What follows belongs to an exercise in optimizing a design on an open flow for small area; a production flow would make more cautious choices. Only simulation tests tie the RTL to the original design; equivalence was not proved. Power is estimated from default activity; no workload was simulated.

File: flow/flow/run.sh
#!/bin/bash
# The standard layout (standard.sh) with these changes to how it is made:
# - clock tree synthesis without dummy loads and with larger sink clusters
# - plain buf_1 port buffers
set -euo pipefail
here=$(pwd)
sed "s|^source \$::env(SCRIPTS_DIR)/synth.tcl|proc abc {args} { set i [lsearch \$args -script]; lset args [expr {\$i+1}] $here/flow/abc_area.script; yosys abc {*}\$args }\nsource \$::env(SCRIPTS_DIR)/synth.tcl|" synth_recipe.tcl > flow_synth.tcl
sed "s|SYNTH_SCRIPT=[^ ]*|SYNTH_SCRIPT=$here/flow_synth.tcl|" standard.sh > flow_standard.sh
export CTS_ARGS="-sink_clustering_enable -repair_clock_nets -dont_use_dummy_load -buf_list sky130_fd_sc_hd__clkbuf_8 -sink_clustering_size 16 -sink_clustering_max_diameter 60"
export BUFFER_PORTS_ARGS="-buffer_cell sky130_fd_sc_hd__buf_1"
bash flow_standard.sh > standard_flow.log 2>&1
File: flow/flow/abc_area.script
strash
dch -f
amap
strash
dch -f
amap
topo
File: flow/standard.sh
#!/bin/bash
# synth_recipe.tcl (not shown) runs the flow's synth.tcl, then flattens the netlist and writes it again
# the make line also repeats each setting of config.mk as NAME=value (left out here)
make -C /OpenROAD-flow-scripts/flow DESIGN_CONFIG=/design/flow/config.mk WORK_HOME=/design/flow/orfs CLKGATE_MAP_FILE= SYNTH_SCRIPT=/design/flow/synth_recipe.tcl "${@:-finish}"
File: flow/config.mk
export PLATFORM = sky130hd
export DESIGN_NAME = uc_8bits
export DESIGN_NICKNAME = uc_8bits
export VERILOG_FILES = /design/flow/design.v
export SDC_FILE = /design/flow/constraint.sdc
export NUM_CORES = 4
export LEC_CHECK = 0
export ABC_AREA = 1
export CAP_MARGIN = 10
export CORE_MARGIN = 2
export CORE_UTILIZATION = 60
export SLEW_MARGIN = 10
File: flow/constraint.sdc
create_clock -name core_clock -period 10.0 [get_ports {clk}]
set_input_delay 2.0000 -clock core_clock [delete_from_list [all_inputs] [get_ports {clk}]]
set_output_delay 2.0000 -clock core_clock [all_outputs]
set_load 0.01 [all_outputs]
File: flow/design.v
module alu (
    input  wire [7:0] a,
    input  wire [7:0] b,
    input  wire [2:0] op,
    output reg  [7:0] result,
    output wire       equal_out,
    output wire       carry_out
);
    wire       sub = (op == 3'd1);
    wire [7:0] bx  = b ^ {8{sub}};
    wire [8:0] c;
    wire [7:0] s;
    assign c[0] = sub;
    genvar i;
    generate
        for (i = 0; i < 8; i = i + 1) begin : FA
            assign s[i]   = a[i] ^ bx[i] ^ c[i];
            assign c[i+1] = (a[i] & bx[i]) | (c[i] & (a[i] ^ bx[i]));
        end
    endgenerate
    wire       big = |b[7:3];
    wire       rt  = op[0];
    wire [7:0] ar  = {a[0], a[1], a[2], a[3], a[4], a[5], a[6], a[7]};
    wire [7:0] sh  = (rt ? ar : a) << b[2:0];
    wire [7:0] shr = {sh[0], sh[1], sh[2], sh[3], sh[4], sh[5], sh[6], sh[7]};
    wire [7:0] shv = big ? 8'd0 : (rt ? shr : sh);
    assign equal_out = (op == 3'd5) & (a == b);
    assign carry_out = (op == 3'd0) & c[8];
    always @(*) begin
        case (op)
            3'd0, 3'd1: result = s;
            3'd2:       result = a & b;
            3'd3:       result = a | b;
            3'd4:       result = ~a;
            3'd6, 3'd7: result = shv;
            default:    result = 8'd0;
        endcase
    end
endmodule
module sram_64x8 (
    input  wire       clk,
    input  wire       arst_n,
    input  wire [5:0] tau,        
    input  wire       swept,      
    input  wire       wr_req,     
    input  wire [5:0] addr,       
    input  wire       fetch,      
    input  wire [5:0] faddr,      
    input  wire [7:0] wdata,      
    output wire [7:0] rdata
);
    reg        wr_late;
    reg  [7:0] ring_e [0:31];     
    reg  [7:0] ring_o [0:31];     
    wire [5:0] pos = addr + tau;           
    wire       now = wr_req & ~pos[0];     
    wire       wr  = now | wr_late;
    wire [4:0] port = pos[5:1];            
    wire [7:0] wd  = swept ? wdata : 8'd0;
    reg  [7:0] rbuf;
    wire [5:0] raddr = fetch ? faddr : addr;
    wire [5:0] rpos  = raddr + tau;
    wire [7:0] even_q = ring_e[rpos[5:1]] ^ {8{rpos[1]}};
    assign rdata = rpos[0] ? rbuf : even_q;
    always @(posedge clk or negedge arst_n) begin
        if (!arst_n) begin
            wr_late <= 1'b0;
        end else begin
            wr_late <= wr_req & pos[0];
        end
    end
    always @(posedge clk)
        if (!rpos[0])
            rbuf <= (wr_late & (raddr == addr)) ? wd : (swept ? even_q : 8'd0);
    integer q;
    always @(posedge clk) begin
        ring_e[0] <= ring_o[31];
        for (q = 1; q < 32; q = q + 1)
            ring_e[q] <= ring_o[q-1];
    end
    always @(posedge clk or negedge arst_n) begin
        if (!arst_n) begin
            for (q = 0; q < 32; q = q + 1)
                ring_o[q] <= (q % 2 == 0) ? 8'hff : 8'h00;
        end else begin
            for (q = 0; q < 32; q = q + 1)
                ring_o[q] <= ~(((wr & (port == q)) | ~swept) ? (wd ^ {8{q[0]}}) : ring_e[q]);
        end
    end
endmodule
module uc_8bits (
    input  wire        clk,
    input  wire        clk_valid,
    input  wire        arst_n,
    input  wire [7:0]  in,
    input  wire [15:0] flash_data,
    output wire [7:0]  out0, out1,
    output wire [11:0] pc_out,
    output wire        bootstrapping,
    output wire        cu_state,
    output wire        equal_flag, carry_flag,
    output wire        out_select
);
    reg        state;
    reg [11:0] pc;
    reg [3:0]  op;           
    reg [3:0]  rd;           
    reg [7:0]  ab;           
    reg [7:0]  a_q;          
    reg [1:0]  fl_src;       
    reg [1:0]  fl;           
    reg [7:0]  out_gpio;
    reg        out_sel;
    reg [5:0]  tau;
    reg        swept;        
    wire [3:0] f_op = flash_data[15:12];
    wire [3:0] ra   = ab[7:4];
    wire [3:0] rb   = ab[3:0];
    wire       f_rd_d  = (f_op == 4'd2) | (f_op == 4'd7);
    wire       ex_st   = (op == 4'd2);
    wire [3:0] rp_addr = state ? (ex_st ? flash_data[11:8] : rb)
                               : (f_rd_d ? flash_data[11:8] : flash_data[7:4]);
    wire [7:0] rp;
    wire [7:0] alu_y;
    wire       alu_eq, alu_c;
    alu ALU (.a(a_q), .b(rp), .op(op[2:0]), .result(alu_y),
             .equal_out(alu_eq), .carry_out(alu_c));
    wire       ex_v = clk_valid & state;
    reg        st_prev;      
    reg  [7:0] st_next;      
    wire [7:0] sram_q;
    sram_64x8 SRAM (.clk(clk), .arst_n(arst_n), .tau(tau), .swept(swept),
                    .wr_req(ex_v & (ex_st | st_prev)),
                    .addr({ra[1:0], rb}), .fetch(~state), .faddr(flash_data[5:0]),
                    .wdata(ex_st ? a_q : st_next),
                    .rdata(sram_q));
    wire        taken = (op == 4'd3) | ((op == 4'd4) & fl[1]) | ((op == 4'd5) & fl[0]);
    wire [11:0] pc_d  = taken ? {rd, ab} : pc + 12'd1;
    wire [7:0]  in_val = (pc_d[11:9] == 3'd0) ? flash_data[7:0] : in;
    always @(posedge clk or negedge arst_n) begin
        if (!arst_n) begin
            state <= 1'b0;
            pc    <= 12'd0;
            op    <= 4'd0;
            st_prev <= 1'b0;
        end else if (clk_valid) begin
            state <= ~state;
            if (!state) begin
                pc <= pc_d;
                op <= f_op;
                st_prev <= (op == 4'd2);
            end
        end
    end
    always @(posedge clk) begin
        if (clk_valid & ~state) begin
            rd <= flash_data[11:8];
            ab <= flash_data[7:0];
        end
        if (!state)
            a_q <= (f_op == 4'd6) ? in_val : rp;
        if (state & ex_st)
            st_next <= rp;
    end
    always @(posedge clk or negedge arst_n) begin
        if (!arst_n) begin
            fl_src   <= 2'b00;
            fl       <= 2'b00;
            out_gpio <= 8'd0;
            out_sel  <= 1'b0;
        end else if (clk_valid) begin
            if (state) begin
                fl_src <= {alu_eq, alu_c};
                if (op == 4'd7) begin
                    out_gpio <= a_q;
                    out_sel  <= rb[0];
                end
            end else begin
                fl <= fl_src;
            end
        end
    end
    always @(posedge clk or negedge arst_n) begin
        if (!arst_n) begin
            tau   <= 6'd0;
            swept <= 1'b0;
        end else begin
            tau   <= tau + 6'd1;
            swept <= 1'b1;
        end
    end
    wire       rf_we = ex_v & (op[3] | (op == 4'd1) | (op == 4'd6));
    wire [7:0] rf_wd = op[3] ? alu_y : (op[1] ? a_q : sram_q);
    regfile_ring RF (.clk(clk), .arst_n(arst_n), .tau(tau[3:0]), .swept(swept),
                     .wr_req(rf_we), .waddr(rd), .wdata(rf_wd),
                     .raddr(rp_addr), .rdata(rp));
    assign pc_out        = pc;
    assign bootstrapping = (pc[11:9] == 3'd0);
    assign cu_state      = state;
    assign equal_flag    = fl[1];
    assign carry_flag    = fl[0];
    assign out_select    = out_sel;
    assign out0          = out_sel ? 8'd0 : out_gpio;
    assign out1          = out_sel ? out_gpio : 8'd0;
endmodule
module regfile_ring (
    input  wire       clk,
    input  wire       arst_n,
    input  wire [3:0] tau,
    input  wire       swept,
    input  wire       wr_req,
    input  wire [3:0] waddr,      
    input  wire [7:0] wdata,      
    input  wire [3:0] raddr,
    output wire [7:0] rdata
);
    reg        wr_late;
    reg  [7:0] wbuf;
    reg  [7:0] ring_e [0:7];
    reg  [7:0] ring_o [0:7];
    wire [3:0] wpos = waddr + tau;
    wire       now  = wr_req & ~wpos[0];
    wire       wr   = now | wr_late;
    wire [2:0] port = wpos[3:1];
    wire [7:0] wd   = swept ? (wr_late ? wbuf : wdata) : 8'd0;
    wire [3:0] rpos = raddr + tau;
    wire [7:0] ring_q = (rpos[0] ? ring_o[rpos[3:1]] : ring_e[rpos[3:1]])
                        ^ {8{rpos[1] ^ rpos[0]}};
    assign rdata = (wr_late & (raddr == waddr)) ? wbuf : (swept ? ring_q : 8'd0);
    always @(posedge clk or negedge arst_n) begin
        if (!arst_n) wr_late <= 1'b0;
        else         wr_late <= wr_req & wpos[0];
    end
    integer q;
    always @(posedge clk) begin
        wbuf <= wdata;
        ring_e[0] <= ring_o[7];
        for (q = 1; q < 8; q = q + 1)
            ring_e[q] <= ring_o[q-1];
    end
    always @(posedge clk or negedge arst_n) begin
        if (!arst_n) begin
            for (q = 0; q < 8; q = q + 1)
                ring_o[q] <= (q % 2 == 0) ? 8'hff : 8'h00;
        end else begin
            for (q = 0; q < 8; q = q + 1)
                ring_o[q] <= ~(((wr & (port == q)) | ~swept) ? (wd ^ {8{q[0]}}) : ring_e[q]);
        end
    end
endmodule
==> results of run 1 <==
-- layer usage --
layer | vias to the layer above | wire (um) | GRT usage, %
met5 | - | 71 | 0.779
met4 | 4 | 2800 | 11.9
met3 | 216 | 10800 | 10.8
met2 | 1311 | 34500 | 53.1
met1 | 9931 | 34200 | 56.3
li1 | 8714 | - | -
-- cell type report --
cell class,count,area (um2)
clock buffer,54,743
fill,3219,13800
timing repair buffer,164,1030
sequential,724,16900
antenna,1,2.50
inverter,141,537
tap,539,674
multi-input combinational,1347,8320
-- synthesized netlist by cell type, types with 3 or more instances --
cell / number / area share, %
edfxtp_1: 36 / 4.2
a31oi_1: 14 / 0.34
nor4_1: 3 / 0.074
a2111oi_0: 13 / 0.45
o2111ai_1: 6 / 0.21
dfrtp_1: 200 / 20
a221oi_1: 27 / 0.93
a222oi_1: 42 / 1.6
a22oi_1: 71 / 2.1
dfxtp_1: 328 / 26
o21a_1: 21 / 0.62
nand2b_1: 3 / 0.074
a211oi_1: 10 / 0.29
nor2_1: 288 / 4.2
ha_1: 35 / 1.7
and3_1: 8 / 0.20
o32ai_1: 7 / 0.24
and2_0: 4 / 0.098
a22o_1: 8 / 0.27
o22ai_1: 263 / 6.5
or2_0: 6 / 0.15
nand4b_1: 3 / 0.10
o21ai_0: 57 / 1.1
clkinv_1: 141 / 2.1
a32oi_1: 8 / 0.27
o22a_1: 9 / 0.31
or3_1: 33 / 0.81
fa_1: 11 / 0.86
nor2b_1: 23 / 0.56
o221a_1: 8 / 0.35
o221ai_1: 18 / 0.62
nand2_1: 64 / 0.94
nand3_1: 14 / 0.27
a21oi_1: 217 / 4.3
nand4_1: 17 / 0.42
dfstp_2: 160 / 16
nor3_1: 25 / 0.49
-- registers in the layout, indices dropped and copies added, names as in the netlist, 2 cells and up --
name	cells
op	4
tau	6
ab	8
SRAM.rbuf	8
RF.wbuf	8
a_q	8
fl	2
RF.ring_e	64
rd	4
RF.ring_o	64
pc	12
st_next	8
SRAM.ring_o	256
fl_src	2
SRAM.ring_e	256
out_gpio	8
-- worst max-delay path by stage --
| stage | startpoint | to | slack, ns | cells past startpoint |
|---|---|---|---|---|
| floorplan | flash_data[12] | RF.ring_o[1][6]$_DFF_PN0_ | 0.04 | 34 |
| global placement | flash_data[12] | RF.ring_o[0][7]$_DFF_PN1_ | 0.08 | 39 |
| detailed placement | flash_data[12] | RF.ring_o[2][7]$_DFF_PN1_ | -0.11 | 39 |
| CTS | op[1]$_DFFE_PN0P_ | RF.ring_o[2][7]$_DFF_PN1_ | 0.20 | 43 |
| global route | op[1]$_DFFE_PN0P_ | RF.ring_o[4][7]$_DFF_PN1_ | 0.02 | 43 |
| finish | flash_data[12] | RF.ring_o[4][7]$_DFF_PN1_ | 0.53 | 39 |
-- where the power goes --
part           internal (mW)  switching (mW)
registers               3.49           0.353
logic                  0.649            1.19
clock network          0.482           0.891
total                   4.62            2.44
-- placed cells by master (no fill, tap or decap), types with 9 or more instances in the layout --
cell type / instances
clkinv_1: 139
or3_1: 33
buf_1: 58
ha_1: 35
nand3_1: 14
a31oi_1: 14
o221ai_1: 10
edfxtp_1: 36
a2111oi_0: 13
buf_4: 104
dfstp_2: 160
nor2b_1: 23
dfxtp_1: 328
nor3_1: 18
nand4_1: 17
o22a_1: 9
fa_1: 11
a221oi_1: 27
dfrtp_1: 199
a21oi_1: 214
nor2_1: 286
a211oi_1: 10
a22oi_1: 71
clkbuf_8: 54
nand2_1: 64
a222oi_1: 42
o21a_1: 21
o22ai_1: 262
o21ai_0: 55
-- cells by family after synthesis --
group / after synthesis
buf+inv: 141
other cells: 1
simple gates: 495
flops: 724
compound gates: 805
fa+ha+maj: 46
-- repair_timing --
action	in CTS	in global routing
setup buffers	0	5
endpoints found under the setup margin	0	26
resized for setup	0	4
==> impl_metrics.env, run 1 <==
export IMPL_outcome="finished clean"
export IMPL_synth_xor_area_share_pct=0
export IMPL_max_stage_delay_ns=0.47
export IMPL_drt_pass1_iterations=8
export IMPL_gp_congestion=1.02
export IMPL_pre_cts_ws_ns=-0.112
export IMPL_ys_warn_count=8
export IMPL_cts_inserted_buffers=54
export IMPL_synth_fp_nets=2285
export IMPL_synth_simple_area_share_pct=8.55
export IMPL_final_max_slew_viol_count=0
export IMPL_dp_cells=2910
export IMPL_synth_area_um2=25500
export IMPL_cp_top_family="compound AO/OA/AOI/OAI gates"
export IMPL_cp_start_kind="input port"
export IMPL_hold_buffers=0
export IMPL_endpoint_kind="flop"
export IMPL_ir_drop_mv=0.151
export IMPL_cts_buffer_depth=3
export IMPL_syn_area_per_cell_um2=11.5
export IMPL_drt_drc_violations_left=0
export IMPL_dieArea_um2=44200
export IMPL_final_cell_count_no_fill=2970
export IMPL_vias_per_cell=6.79
export IMPL_synth_top_family_by_area="compound AO/OA/AOI/OAI gates"
export IMPL_skew_ns=0.135
export IMPL_period_needed_ns=9.47
export IMPL_ys_types=45
export IMPL_drtIter0Drc=3148
export IMPL_ys_seq_area_share_pct=66.1
export IMPL_rr_worst_depth=43
export IMPL_post_route_period_util_pct=94.7
export IMPL_slowest_stage="a2111oi_0"
export IMPL_clkTransAtPathRegs_ns=0.10
export IMPL_async_flop_share_pct=49.7
export IMPL_grt_overflow_total=0
export IMPL_synth_compound_area_share_pct=20.7
export IMPL_totalWireLength_um=82400
export IMPL_p_leak_nw=11.0
export IMPL_rsz0062_at_grt="false"
export IMPL_clk_latency_ns=0.72
export IMPL_hold_path_class="flop to flop"
export IMPL_setup_ws_ns=0.535
export IMPL_ys_ff_latch=724
export IMPL_synth_fa_ha_area_share_pct=2.58
export IMPL_dp_hpwl_um=56800
export IMPL_die_y_um=210
export IMPL_critical_path_peak_fanout=8
export IMPL_muxShareOfSynthArea_pct=0
export IMPL_crit_type="input port to flop"
export IMPL_dieWidth_um=210
export IMPL_nets=2505
export IMPL_coreArea_um2=41900
export IMPL_clockRootBuffer="clkbuf_8"
export IMPL_cp_num_buf_inv=11
export IMPL_worstPathArrival_ns=10.08
export IMPL_final_hold_violation_count=0
export IMPL_route_antenna_remaining_nets=0
export IMPL_htreeDepth=2
export IMPL_final_layout_size_suffix_gt1_share_pct=14.2
export IMPL_cts_tree="yes"
export IMPL_vias=20176
export IMPL_synth_edf_count=36
export IMPL_holdPathStages=0
export IMPL_finalSetupViolations=0
export IMPL_fin_util_pct=67.1
export IMPL_min_delay_start="SRAM.ring_o[13][7]$_DFF_PN0_"
export IMPL_timing_rr_end="RF.ring_o[4][7]$_DFF_PN1_"
export IMPL_r2r_start="op[1]$_DFFE_PN0P_"
export IMPL_start_util_pct=60.8
export IMPL_grt_max_degree=179
export IMPL_worst_pin_slew_ns=1.16
export IMPL_min_to="SRAM.ring_e[14][7]$_DFF_P_"
export IMPL_core_rowCount=75
export IMPL_finalSetupTns_ns=0
export IMPL_port_buffers=59
export IMPL_finalPower_mw=7.06
export IMPL_synthFlopType="dfxtp_1"
export IMPL_syn2layout_area_growth_pct=10.4
export IMPL_p_per_area_nw_per_um2=251
export IMPL_reg2reg_slack_ns=0.58
export IMPL_max_slew_margin_pct=22.5
export IMPL_io_pins=60
export IMPL_synth_cells=2212
export IMPL_routedWlPerCell_um=27.7
export IMPL_postPlaceCellArea_um2=27400
export IMPL_grt_usage_pct=37.6
export IMPL_max_cap_viol_count=0
export IMPL_grt_pass1_vias=19339
export IMPL_antenna_found_initial=1
export IMPL_max_freq_mhz=106
export IMPL_whs_ns=0.294
export IMPL_required_ns=10.61
export IMPL_fin_area_um2=28200
export IMPL_cts_sinks=724
export IMPL_grt_first_pass_wirelength_um=123000
==> run 2: changes to the inputs <==
--- a/flow/design.v
+++ b/flow/design.v
@@ -52,2 +52,3 @@
     reg        wr_late;
+    reg  [7:0] wbuf;              
     reg  [7:0] ring_e [0:31];     
@@ -58,3 +59,3 @@
     wire [4:0] port = pos[5:1];            
-    wire [7:0] wd  = swept ? wdata : 8'd0;
+    wire [7:0] wd  = swept ? (wr_late ? wbuf : wdata) : 8'd0;
     reg  [7:0] rbuf;
@@ -76,2 +77,3 @@
     always @(posedge clk) begin
+        wbuf <= wdata;
         ring_e[0] <= ring_o[31];
@@ -118,7 +120,6 @@
     wire [3:0] rb   = ab[3:0];
-    wire       f_rd_d  = (f_op == 4'd2) | (f_op == 4'd7);
+    wire       f_rd_d  = (f_op == 4'd7);
     wire       ex_st   = (op == 4'd2);
-    wire [3:0] rp_addr = state ? (ex_st ? flash_data[11:8] : rb)
-                               : (f_rd_d ? flash_data[11:8] : flash_data[7:4]);
-    wire [7:0] rp;
+    wire [3:0] rp_addr = state ? rb : (f_rd_d ? flash_data[11:8] : flash_data[7:4]);
+    wire [7:0] rp, rq;
     wire [7:0] alu_y;
@@ -129,3 +130,2 @@
     reg        st_prev;      
-    reg  [7:0] st_next;      
     wire [7:0] sram_q;
@@ -134,3 +134,3 @@
                     .addr({ra[1:0], rb}), .fetch(~state), .faddr(flash_data[5:0]),
-                    .wdata(ex_st ? a_q : st_next),
+                    .wdata(rq),
                     .rdata(sram_q));
@@ -161,4 +161,2 @@
             a_q <= (f_op == 4'd6) ? in_val : rp;
-        if (state & ex_st)
-            st_next <= rp;
     end
@@ -195,3 +193,3 @@
                      .wr_req(rf_we), .waddr(rd), .wdata(rf_wd),
-                     .raddr(rp_addr), .rdata(rp));
+                     .raddr(rp_addr), .rdata(rp), .raddr2(rd), .rdata2(rq));
     assign pc_out        = pc;
@@ -214,3 +212,5 @@
     input  wire [3:0] raddr,
-    output wire [7:0] rdata
+    output wire [7:0] rdata,
+    input  wire [3:0] raddr2,     
+    output wire [7:0] rdata2      
 );
@@ -229,2 +229,5 @@
     assign rdata = (wr_late & (raddr == waddr)) ? wbuf : (swept ? ring_q : 8'd0);
+    wire [3:0] rpos2 = raddr2 + tau;
+    assign rdata2 = (rpos2[0] ? ring_o[rpos2[3:1]] : ring_e[rpos2[3:1]])
+                    ^ {8{rpos2[1] ^ rpos2[0]}};
     always @(posedge clk or negedge arst_n) begin
==> run 2 against run 1 <==
  * Sequential power is 9.6% higher
  * Global-route usage is 0.68 points lower
  * Sequential cell count stayed put
  * Clock power hardly changed
  * Largest power group unchanged
  * Highest routed layer is now met4
==> impl_metrics.env, run 2 <==
export IMPL_async_flop_share_pct=49.7
export IMPL_drtIter0Drc=2504
export IMPL_final_cell_mix="nor2_1, dfxtp_1, o22ai_1, a21oi_1, clkinv_1"
export IMPL_max_cap_viol_count=0
export IMPL_cp_start_kind="input port"
export IMPL_synth_most_common_cell="nor2_1"
export IMPL_vias=21472
export IMPL_htreeDepth=2
export IMPL_max_slew_margin_pct=19.5
export IMPL_postCtsSetupBuffers=0
export IMPL_dieWidth_um=214
export IMPL_synthFlopType="dfxtp_1"
export IMPL_worst_pin_slew_ns=1.21
export IMPL_grt_overflow_total=0
export IMPL_comb_power_share_pct=27.8
export IMPL_finalPower_mw=7.76
export IMPL_period_needed_ns=9.50
export IMPL_drt_pass1_iterations=9
export IMPL_ir_drop_mv=0.151
export IMPL_nets=2744
export IMPL_crit_type="input port to flop"
export IMPL_fin_util_pct=67.3
export IMPL_routedWlPerCell_um=26.1
export IMPL_endpoint_kind="flop"
export IMPL_coreArea_um2=43400
export IMPL_yosys_top_cells_count="nor2_1, dfxtp_1, o22ai_1, a21oi_1, clkinv_1"
export IMPL_synth_top_area_share_pct=25.4
export IMPL_synth_area_um2=26500
export IMPL_grt_usage_pct=36.9
export IMPL_synth_cells=2455
export IMPL_vias_per_cell=6.60
export IMPL_final_hold_violation_count=0
export IMPL_finalSetupViolations=0
export IMPL_drt_drc_violations_left=0
export IMPL_grt_first_pass_wirelength_um=129000
export IMPL_dieArea_um2=45800
export IMPL_route_antenna_remaining_nets=0
export IMPL_outcome="finished clean"
export IMPL_largestRegisters="SRAM.ring_e (256), SRAM.ring_o (256)"
export IMPL_cts_tree="yes"
export IMPL_io_pins=60
export IMPL_syn_area_per_cell_um2=10.8
export IMPL_internal_power_mw=4.99
export IMPL_port_buffers=59
export IMPL_dp_hpwl_um=59200
export IMPL_power_switching_mw=2.78
export IMPL_die_y_um=214
export IMPL_clk_latency_ns=0.73
export IMPL_ys_seq_area_share_pct=63.3
export IMPL_grt_pass1_vias=20977
export IMPL_ys_types=52
export IMPL_critical_path_peak_fanout=8
export IMPL_gp_congestion=0.993
export IMPL_p_clk_share_pct=17.9
export IMPL_grt_max_degree=164
export IMPL_totalWireLength_um=85100
export IMPL_p_leak_nw=11.4
export IMPL_pwr_share_seq_pct=54.3
export IMPL_clkTransAtPathRegs_ns=0.10
export IMPL_start_util_pct=61.1
export IMPL_required_ns=10.52
export IMPL_rsz0062_at_grt="false"
export IMPL_worstPathArrival_ns=10.02
export IMPL_final_max_slew_viol_count=0
export IMPL_synth_edf_count=28
export IMPL_synth_top_area_cell="dfxtp_1"
export IMPL_cts_inserted_buffers=55
export IMPL_post_cts_resized=0
export IMPL_mostFrequentLayoutCell="nor2_1"
export IMPL_hold_path_class="flop to flop"
export IMPL_cts_buffer_depth=3
export IMPL_max_freq_mhz=105
export IMPL_power_share_switching_pct=35.8
export IMPL_clockRootBuffer="clkbuf_8"
export IMPL_max_stage_delay_ns=0.48
export IMPL_p_per_area_nw_per_um2=266
export IMPL_ys_warn_count=8
export IMPL_final_layout_size_suffix_gt1_share_pct=12.5
export IMPL_synth_top_cells_by_area="dfxtp_1, dfrtp_1, dfstp_2"
export IMPL_antenna_found_initial=1
export IMPL_synth_fp_nets=2528
export IMPL_core_rowCount=76
export IMPL_cts_sinks=724
export IMPL_syn2layout_area_growth_pct=10.1
export IMPL_ys_ff_latch=724
export IMPL_post_route_period_util_pct=95.0
export IMPL_slowest_stage="a2111oi_0"
export IMPL_skew_ns=0.122
export IMPL_hold_buffers=0
==> run 2: changes by cell type after synthesis, sizes merged, moves of 15 or more <==
| cell | previous run | this run |
|---|---|---|
| o21ai | 57 | 87 |
| nand2 | 64 | 93 |
| clkinv | 141 | 219 |
| nor2 | 288 | 360 |
| nor3 | 25 | 41 |
| a22oi | 71 | 34 |
| o22ai | 263 | 278 |
==> run 2: power groups by stage <==
stage / combinational, mW / sequential, mW / clock, mW
floorplan: 1.30 / 4.07 / 0
global placement: 2.07 / 4.23 / 0
finish: 2.16 / 4.21 / 1.39
CTS: 2.11 / 4.20 / 1.40
global route: 2.33 / 4.28 / 1.50
detailed placement: 2.09 / 4.25 / 0
==> run 2: layer usage <==
| metal | up-vias | GRT usage (%) | share of wire [%] |
|---|---|---|---|
| met5 | - | 0 | 0 |
| met4 | 0 | 20.3 | 6.5 |
| met3 | 278 | 6.31 | 8.8 |
| met2 | 1217 | 58.7 | 46 |
| met1 | 10493 | 48.8 | 39 |
| li1 | 9484 | - | - |
==> run 2: cells by family (layout without fill, tap and decap cells) <==
family	after synthesis	count (layout)	synth area share, %
xor gates and xnor gates	1	1	0.0331
buffers and inverters	219	433	3.10
AOI/OAI and AO/OA	857	857	21.2
and+or+nand+nor	607	607	9.82
adders and majority gates	46	46	2.49
other	1	2	0.0142
DFF	724	724	63.3
==> run 2: final cells by class <==
class	instances	area, um2
inverters	219	822
diodes	1	2.50
repair buffers	159	1000
flip-flops and latches	724	16800
clock buffers	55	757
well taps	585	732
fillers	3424	14200
multi-input cells	1512	9070
==> run 2: critical path: cells and delay by family <==
| kind | cells | cell delay [ns] |
|---|---|---|
| AOI/OAI and AO/OA | 15 | 2.84 |
| adders and majority gates | 8 | 2.88 |
| and+or+nand+nor | 6 | 0.99 |
| buffers and inverters | 11 | 1.29 |
==> run 2: final timing paths <==
| kind | depth (start not counted) | startpoint | end | slack [ns] |
|---|---|---|---|---|
| setup / recovery | 40 | flash_data[13] | RF.ring_o[5][7]$_DFF_PN0_ | 0.50 |
| max in group asynchronous | 3 | arst_n | RF.ring_o[5][7]$_DFF_PN0_ | 6.71 |
| min in group asynchronous | 1 | arst_n | SRAM.ring_o[17][3]$_DFF_PN0_ | 1.22 |
| hold / removal | 0 | SRAM.ring_o[31][4]$_DFF_PN0_ | SRAM.ring_e[0][4]$_DFF_P_ | 0.29 |
| setup reg to reg | 32 | state$_DFFE_PN0P_ | RF.ring_o[5][7]$_DFF_PN0_ | 1.26 |
| hold reg to reg | 0 | SRAM.ring_o[31][4]$_DFF_PN0_ | SRAM.ring_e[0][4]$_DFF_P_ | 0.29 |
==> run 2: per-stage QoR <==
step	hold WS, ns	worst slack (ns)	cells	setup TNS [ns]	area (um2)
final	0.287	0.498	3255	0	29200
after global routing	0.303	0.00315	3255	0	29200
after CTS	0.289	0.567	3254	0	29100
after floorplan	0.324	0.0729	2455	0	26500
after global placement	0.324	0.181	3199	0	28400
after detailed placement	0.327	-0.0415	3199	-0.102	28400
==> run 3: changes to the inputs <==
--- a/flow/design.v
+++ b/flow/design.v
@@ -46,4 +46,2 @@
     input  wire [5:0] addr,       
-    input  wire       fetch,      
-    input  wire [5:0] faddr,      
     input  wire [7:0] wdata,      
@@ -60,7 +58,4 @@
     wire [7:0] wd  = swept ? (wr_late ? wbuf : wdata) : 8'd0;
-    reg  [7:0] rbuf;
-    wire [5:0] raddr = fetch ? faddr : addr;
-    wire [5:0] rpos  = raddr + tau;
-    wire [7:0] even_q = ring_e[rpos[5:1]] ^ {8{rpos[1]}};
-    assign rdata = rpos[0] ? rbuf : even_q;
+    wire [7:0] ring_q = pos[0] ? ring_o[pos[5:1]] : ring_e[pos[5:1]];
+    assign rdata = ring_q ^ {8{pos[1] ^ pos[0]}};
     always @(posedge clk or negedge arst_n) begin
@@ -72,5 +67,2 @@
     end
-    always @(posedge clk)
-        if (!rpos[0])
-            rbuf <= (wr_late & (raddr == addr)) ? wd : (swept ? even_q : 8'd0);
     integer q;
@@ -133,4 +125,3 @@
                     .wr_req(ex_v & (ex_st | st_prev)),
-                    .addr({ra[1:0], rb}), .fetch(~state), .faddr(flash_data[5:0]),
-                    .wdata(rq),
+                    .addr({ra[1:0], rb}), .wdata(rq),
                     .rdata(sram_q));
==> run 3 against run 2 <==
  * Still clean on timing, DRC and antenna
  * Sequential power is essentially flat
  * Combinational power fell by 11%
  * Critical path depth down 4
==> impl_metrics.env, run 3 <==
export IMPL_synth_top_cells_by_area="dfxtp_1, dfrtp_1, dfstp_2"
export IMPL_dieWidth_um=216
export IMPL_coreArea_um2=44300
export IMPL_outcome="finished clean"
export IMPL_antenna_found_initial=5
export IMPL_dieArea_um2=46800
export IMPL_required_ns=10.57
export IMPL_synth_fp_nets=2620
export IMPL_final_cell_mix="nor2_1, dfxtp_1, o22ai_1, a21oi_1, clkinv_1"
export IMPL_cp_num_buf_inv=7
export IMPL_grt_usage_pct=44.3
export IMPL_grt_overflow_total=0
export IMPL_ys_warn_count=8
export IMPL_max_cap_viol_count=0
export IMPL_drtIter0Drc=3671
export IMPL_async_flop_share_pct=50.3
export IMPL_ir_drop_mv=0.136
export IMPL_totalWireLength_um=104000
export IMPL_final_layout_size_suffix_gt1_share_pct=12.1
export IMPL_htreeDepth=2
export IMPL_rsz0062_at_grt="false"
export IMPL_p_clk_share_pct=18.4
export IMPL_period_needed_ns=9.50
export IMPL_syn_area_per_cell_um2=10.6
export IMPL_routedWlPerCell_um=30.8
export IMPL_max_slew_margin_pct=11.9
export IMPL_worst_pin_slew_ns=1.32
export IMPL_cts_inserted_buffers=53
export IMPL_dp_hpwl_um=69500
export IMPL_postPlaceCellArea_um2=28900
export IMPL_port_buffers=59
export IMPL_p_leak_nw=11.5
export IMPL_vias=23958
export IMPL_mostFrequentLayoutCell="nor2_1"
export IMPL_critical_path_peak_fanout=8
export IMPL_cts_tree="yes"
export IMPL_hold_path_class="flop to flop"
export IMPL_fin_util_pct=66.9
export IMPL_synth_most_common_cell="nor2_1"
export IMPL_postCtsSetupBuffers=0
export IMPL_finalSetupViolations=0
export IMPL_crit_type="input port to flop"
export IMPL_slowest_stage="a2111oi_0"
export IMPL_cts_sinks=716
export IMPL_max_stage_delay_ns=0.49
export IMPL_vias_per_cell=7.12
export IMPL_ys_ff_latch=716
export IMPL_io_pins=60
export IMPL_synth_top_area_share_pct=24.9
export IMPL_yosys_top_cells_count="nor2_1, dfxtp_1, o22ai_1, a21oi_1, clkinv_1"
export IMPL_core_rowCount=77
export IMPL_largestRegisters="SRAM.ring_e (256), SRAM.ring_o (256)"
export IMPL_drt_drc_violations_left=0
export IMPL_gp_congestion=0.987
export IMPL_clk_latency_ns=0.73
export IMPL_pwr_share_seq_pct=55.9
export IMPL_grt_max_degree=79
export IMPL_start_util_pct=61.0
export IMPL_synth_area_um2=27000
export IMPL_syn2layout_area_growth_pct=9.65
export IMPL_clkTransAtPathRegs_ns=0.10
export IMPL_die_y_um=216
export IMPL_clockRootBuffer="clkbuf_8"
export IMPL_whs_ns=0.306
export IMPL_synthFlopType="dfxtp_1"
export IMPL_endpoint_kind="flop"
export IMPL_max_freq_mhz=105
export IMPL_ys_seq_area_share_pct=61.1
export IMPL_drt_pass1_iterations=9
export IMPL_internal_power_mw=4.79
export IMPL_nets=2841
export IMPL_power_share_switching_pct=36.1
export IMPL_grt_first_pass_wirelength_um=152000
export IMPL_comb_power_share_pct=25.7
export IMPL_cts_buffer_depth=3
export IMPL_worstPathArrival_ns=10.07
export IMPL_synth_top_area_cell="dfxtp_1"
export IMPL_route_antenna_remaining_nets=0
export IMPL_final_hold_violation_count=0
export IMPL_post_route_period_util_pct=95.0
export IMPL_synth_edf_count=20
export IMPL_power_switching_mw=2.70
export IMPL_synth_cells=2553
export IMPL_cp_start_kind="input port"
export IMPL_grt_pass1_vias=23506
export IMPL_fin_area_um2=29700
export IMPL_ys_types=51
export IMPL_skew_ns=0.127
export IMPL_final_max_slew_viol_count=0
export IMPL_cp_top_family="adder cells"
export IMPL_crit_top_cell="fa_1"
export IMPL_p_per_area_nw_per_um2=253
-- run 3: changes by cell type in the layout (fill, tap and decap cells not counted), moves of 11 or more --
cell and delta:
or3_1 -26, nor2b_1 +11, a22oi_1 +37, nor2_1 +12, a222oi_1 +20, o31ai_1 +13, nand2_1 -15, clkinv_1 +13
nand4_1 +26, nand3_1 +13
-- run 3: metal layers --
layer  part of all wire [%]  wire length [um]  global-route usage (%)  up-vias
met5                  0.024                25                       0        -
met4                    9.1              9470                    32.5        4
met3                     12             12200                    11.3      562
met2                     45             46300                    68.2     1932
met1                     34             35800                    54.2    11410
li1                       -                 -                       -    10050
-- run 3: metrics by stage --
stage                     power (mW)  instances  setup TNS, ns  setup WS, ns
final                           7.49       3366              0         0.502
after global routing            7.77       3365              0        0.0413
after CTS                       7.39       3364              0         0.530
after detailed placement        6.06       3311         -0.702        -0.134
after global placement          6.02       3311              0         0.148
after floorplan                 5.16       2553              0       0.00492
-- run 3: cell families (layout without fill, tap and decap cells) --
logic type                 after synthesis  count (layout)  synth area share [%]
other                                    1               3                0.0139
buffers and inverters                  232             451                  3.22
adders and majority gates               40              40                  2.13
DFF                                    716             716                  61.1
and+or+nand+nor                        617             617                  9.89
AOI/OAI and AO/OA                      947             947                  23.6
-- run 3: worst reg2reg max path, delay by kind of cell, from the launching register on --
| family | cells | cell delay (ns) |
|---|---|---|
| AO/OA/AOI/OAI | 12 | 2.69 |
| AND/OR/NAND/NOR | 6 | 0.89 |
| flip-flops | 1 | 0.55 |
| adder cells (fa/ha/maj) | 8 | 3.03 |
| buffers and inverters | 7 | 1.36 |
-- run 3: final timing paths --
| check | from | endpoint | slack [ns] | cells past startpoint |
|---|---|---|---|---|
| worst max-delay path | flash_data[12] | RF.ring_o[0][7]$_DFF_PN1_ | 0.50 | 36 |
| worst min-delay path | SRAM.ring_o[5][5]$_DFF_PN0_ | SRAM.ring_e[6][5]$_DFF_P_ | 0.31 | 0 |
| worst max register to register | state$_DFFE_PN0P_ | RF.ring_o[0][7]$_DFF_PN1_ | 1.41 | 33 |
| worst min register to register | SRAM.ring_o[5][5]$_DFF_PN0_ | SRAM.ring_e[6][5]$_DFF_P_ | 0.31 | 0 |
| max in group asynchronous | arst_n | pc[3]$_DFFE_PN0P_ | 6.42 | 3 |
| min in group asynchronous | arst_n | SRAM.ring_o[25][0]$_DFF_PN0_ | 1.27 | 1 |
-- run 3: repair_timing --
action                     4_1_cts  5_1_grt
setup endpoints to repair        0        8
hold buffers                     0        0
resized for setup                0        1
-- run 3: power groups by stage --
stage / registers, mW / logic, mW / clock network, mW
2_1_floorplan: 4.00 / 1.17 / 0
3_3_place_gp: 4.20 / 1.82 / 0
3_5_place_dp: 4.20 / 1.85 / 0
4_1_cts: 4.16 / 1.86 / 1.37
5_1_grt: 4.24 / 2.06 / 1.47
6_report: 4.19 / 1.92 / 1.38
-- run 3: cell type report --
type | instances | area (um2)
diodes | 2 | 5.00
multi-input cells | 1605 | 9740
fillers | 3516 | 14700
clock buffers | 53 | 729
flip-flops and latches | 716 | 16500
inverters | 232 | 871
repair buffers | 166 | 1030
well taps | 592 | 741
==> run 4: changes to the inputs <==
--- a/flow/config.mk
+++ b/flow/config.mk
@@ -10,3 +10,3 @@
 export CORE_MARGIN = 2
-export CORE_UTILIZATION = 60
+export CORE_UTILIZATION = 55
 export SLEW_MARGIN = 10
==> run 4 against run 3 <==
  * Clock power about the same
  * Worst setup slack gained 0.13 ns
  * Sequential share of layout area shrank 0.15 points
  * Die area grew 8.9%
  * Sequential power barely moved
==> impl_metrics.env, run 4 <==
export IMPL_outcome="finished clean"
export IMPL_met3_usage_pct=8.26
export IMPL_die_y_um=226
export IMPL_grtUsageMet1_pct=50.9
export IMPL_fin_area_um2=29700
export IMPL_clkTransAtPathRegs_ns=0.10
export IMPL_ys_ff_latch=716
export IMPL_clockRootBuffer="clkbuf_8"
export IMPL_max_slew_margin_pct=15.0
export IMPL_internal_power_mw=4.79
export IMPL_cts_tree="yes"
export IMPL_critical_path_peak_fanout=11
export IMPL_drtIter0Drc=3349
export IMPL_max_cap_viol_count=0
export IMPL_mostFrequentLayoutCell="nor2_1"
export IMPL_max_freq_mhz=107
export IMPL_synth_area_um2=27000
export IMPL_synth_top_cells_by_area="dfxtp_1, dfrtp_1, dfstp_2"
export IMPL_ys_warn_count=8
export IMPL_gp_congestion=0.972
export IMPL_nets=2836
export IMPL_cts_buffer_depth=3
export IMPL_totalWireLength_um=104000
export IMPL_start_util_pct=55.5
export IMPL_met2_usage_pct=63.9
export IMPL_synth_top_area_share_pct=24.9
export IMPL_synth_most_common_cell="nor2_1"
export IMPL_comb_power_share_pct=25.5
export IMPL_grt_first_pass_wirelength_um=153000
export IMPL_post_cts_resized=0
export IMPL_drt_drc_violations_left=0
export IMPL_synthFlopType="dfxtp_1"
export IMPL_ir_drop_mv=0.154
export IMPL_dieWidth_um=226
export IMPL_cp_start_kind="input port"
export IMPL_cts_sinks=716
export IMPL_clk_latency_ns=0.74
export IMPL_synth_cells=2553
export IMPL_rsz0062_at_grt="false"
export IMPL_largestRegisters="SRAM.ring_e (256), SRAM.ring_o (256)"
export IMPL_final_cell_mix="nor2_1, dfxtp_1, o22ai_1, a21oi_1, clkinv_1"
export IMPL_cp_num_buf_inv=10
export IMPL_antenna_found_initial=2
export IMPL_finalSetupTns_ns=0
export IMPL_core_rowCount=81
export IMPL_required_ns=10.56
export IMPL_syn2layout_area_growth_pct=9.95
export IMPL_crit_top_cell="fa_1"
export IMPL_vias_per_cell=6.82
export IMPL_route_antenna_remaining_nets=0
export IMPL_vias=23405
export IMPL_endpoint_kind="flop"
export IMPL_p_leak_nw=11.5
export IMPL_hold_path_class="flop to flop"
export IMPL_synth_edf_count=20
export IMPL_postCtsSetupBuffers=0
export IMPL_dieArea_um2=51000
export IMPL_p_per_area_nw_per_um2=252
export IMPL_final_layout_size_suffix_gt1_share_pct=11.9
export IMPL_cp_top_family="adder cells"
export IMPL_p_clk_share_pct=18.6
export IMPL_routedWlPerCell_um=30.4
export IMPL_syn_area_per_cell_um2=10.6
export IMPL_io_pins=60
export IMPL_port_buffers=59
export IMPL_slowest_stage="a2111oi_0"
export IMPL_synth_top_area_cell="dfxtp_1"
export IMPL_async_flop_share_pct=50.3
export IMPL_max_stage_delay_ns=0.48
export IMPL_postPlaceCellArea_um2=29000
export IMPL_power_share_switching_pct=36.1
export IMPL_grt_usage_pct=41.1
export IMPL_final_max_slew_viol_count=0
export IMPL_ys_types=51
export IMPL_dp_hpwl_um=71000
export IMPL_top_usage_layer="met2"
export IMPL_worstPathArrival_ns=9.93
export IMPL_power_switching_mw=2.70
export IMPL_finalSetupViolations=0
export IMPL_worst_pin_slew_ns=1.27
export IMPL_grt_pass1_vias=23114
export IMPL_cts_inserted_buffers=54
export IMPL_htreeDepth=2
export IMPL_period_needed_ns=9.37
export IMPL_synth_fp_nets=2620
export IMPL_yosys_top_cells_count="nor2_1, dfxtp_1, o22ai_1, a21oi_1, clkinv_1"
export IMPL_grt_max_degree=156
export IMPL_ys_seq_area_share_pct=61.1
export IMPL_finalPower_mw=7.49
export IMPL_pwr_share_seq_pct=55.9
export IMPL_final_hold_violation_count=0
export IMPL_skew_ns=0.0894
export IMPL_coreArea_um2=48700
export IMPL_hold_buffers=0
export IMPL_drt_pass1_iterations=7
export IMPL_post_route_period_util_pct=93.7
export IMPL_crit_type="input port to flop"
export IMPL_grt_overflow_total=0
==> run 4: metrics by stage <==
step	cells	setup slack, ns	utilization, %	hold slack [ns]
2_1_floorplan	2553	0.00492	-	0.346
3_5_place_dp	3377	0.0911	59.5	0.351
6_report	3433	0.630	61.0	0.322
4_1_cts	3431	0.745	61.0	0.340
3_3_place_gp	3377	0.232	59.5	0.349
5_1_grt	3432	0.0372	61.0	0.354
==> run 4: worst paths after layout <==
kind | start | to | slack, ns | cells after the start
worst max-delay path | flash_data[15] | RF.ring_o[0][7]$_DFF_PN1_ | 0.63 | 40
worst min-delay path | SRAM.ring_e[6][5]$_DFF_P_ | SRAM.ring_o[6][5]$_DFF_PN1_ | 0.32 | 1
max in group asynchronous | arst_n | RF.ring_o[5][0]$_DFF_PN0_ | 6.92 | 3
worst min register to register | SRAM.ring_e[6][5]$_DFF_P_ | SRAM.ring_o[6][5]$_DFF_PN1_ | 0.32 | 1
min in group asynchronous | arst_n | SRAM.ring_o[21][0]$_DFF_PN0_ | 1.50 | 2
worst max register to register | state$_DFFE_PN0P_ | RF.ring_o[0][7]$_DFF_PN1_ | 1.43 | 36
==> run 4: final cells by class <==
cell class	instances	area, um2
Antenna cell	2	5.00
Clock buffer	54	743
Fill cell	4113	19000
Inverter	232	871
Multi-Input combinational cell	1605	9750
Sequential cell	716	16500
Tap cell	664	831
Timing Repair Buffer	160	996
==> run 4: cells by family (layout without fill, tap and decap cells) <==
logic type | count (synthesis) | in the layout | share of synthesized area [%]
AO/OA/AOI/OAI | 947 | 947 | 23.6
adder cells (fa/ha/maj) | 40 | 40 | 2.13
buffers and inverters | 232 | 446 | 3.22
flip-flops | 716 | 716 | 61.1
other | 1 | 3 | 0.0139
AND/OR/NAND/NOR | 617 | 617 | 9.89
==> run 4: metal layers <==
metal,vias up,part of all wire (%)
li1,10053,-
met1,11307,36
met2,1618,45
met3,427,10
met4,0,8.9
met5,-,0
==> run 4: worst reg2reg max path: cells and delay by family, from the launching register on <==
| family | cells | cell delay, ns |
|---|---|---|
| flops | 1 | 0.52 |
| fa+ha+maj | 8 | 2.87 |
| simple gates | 7 | 0.86 |
| buf+inv | 9 | 1.60 |
| compound gates | 12 | 2.63 |
==> run 4: power groups by stage <==
stage                     logic (mW)  registers (mW)  clock network, mW
after floorplan                 1.17            4.00                  0
after global placement          1.84            4.21                  0
after detailed placement        1.86            4.22                  0
after CTS                       1.87            4.17               1.40
after global routing            2.07            4.25               1.50
final                           1.91            4.19               1.39

-- port drivers added, routing unchanged --
Ports are ideal in the flow. The routed layouts listed here were re-timed in OpenROAD.
Step 1, drivers: a clkbuf_16 drives clk and a buf_2 each remaining input, both assumed.
Step 2, shift: input delay + t, output delay - t, t = (earliest + latest rising clock arrival at the registers) / 2. This alone moves slack from input paths to output paths.
Slacks: no drivers / after step 1 / after step 2; pairs: no drivers / after step 1.
run	shift t [ns]	slack for setup (ns)	worst setup path after step 2	worst data-port slew with drivers (ns)
run 1	0.703	0.535 / 0.567 / -0.136	input to register	0.05
run 2	0.729	0.498 / 0.533 / -0.196	input to register	0.06
run 3	0.726	0.502 / 0.538 / -0.187	input to register	0.04
run 4	0.749	0.630 / 0.653 / -0.096	input to register	0.04
Met with ideal ports but missed after step 2: setup timing in every run listed. The setup slack of run 4, which loses most, moves by +0.023 ns with the drivers and by -0.726 ns with both steps.
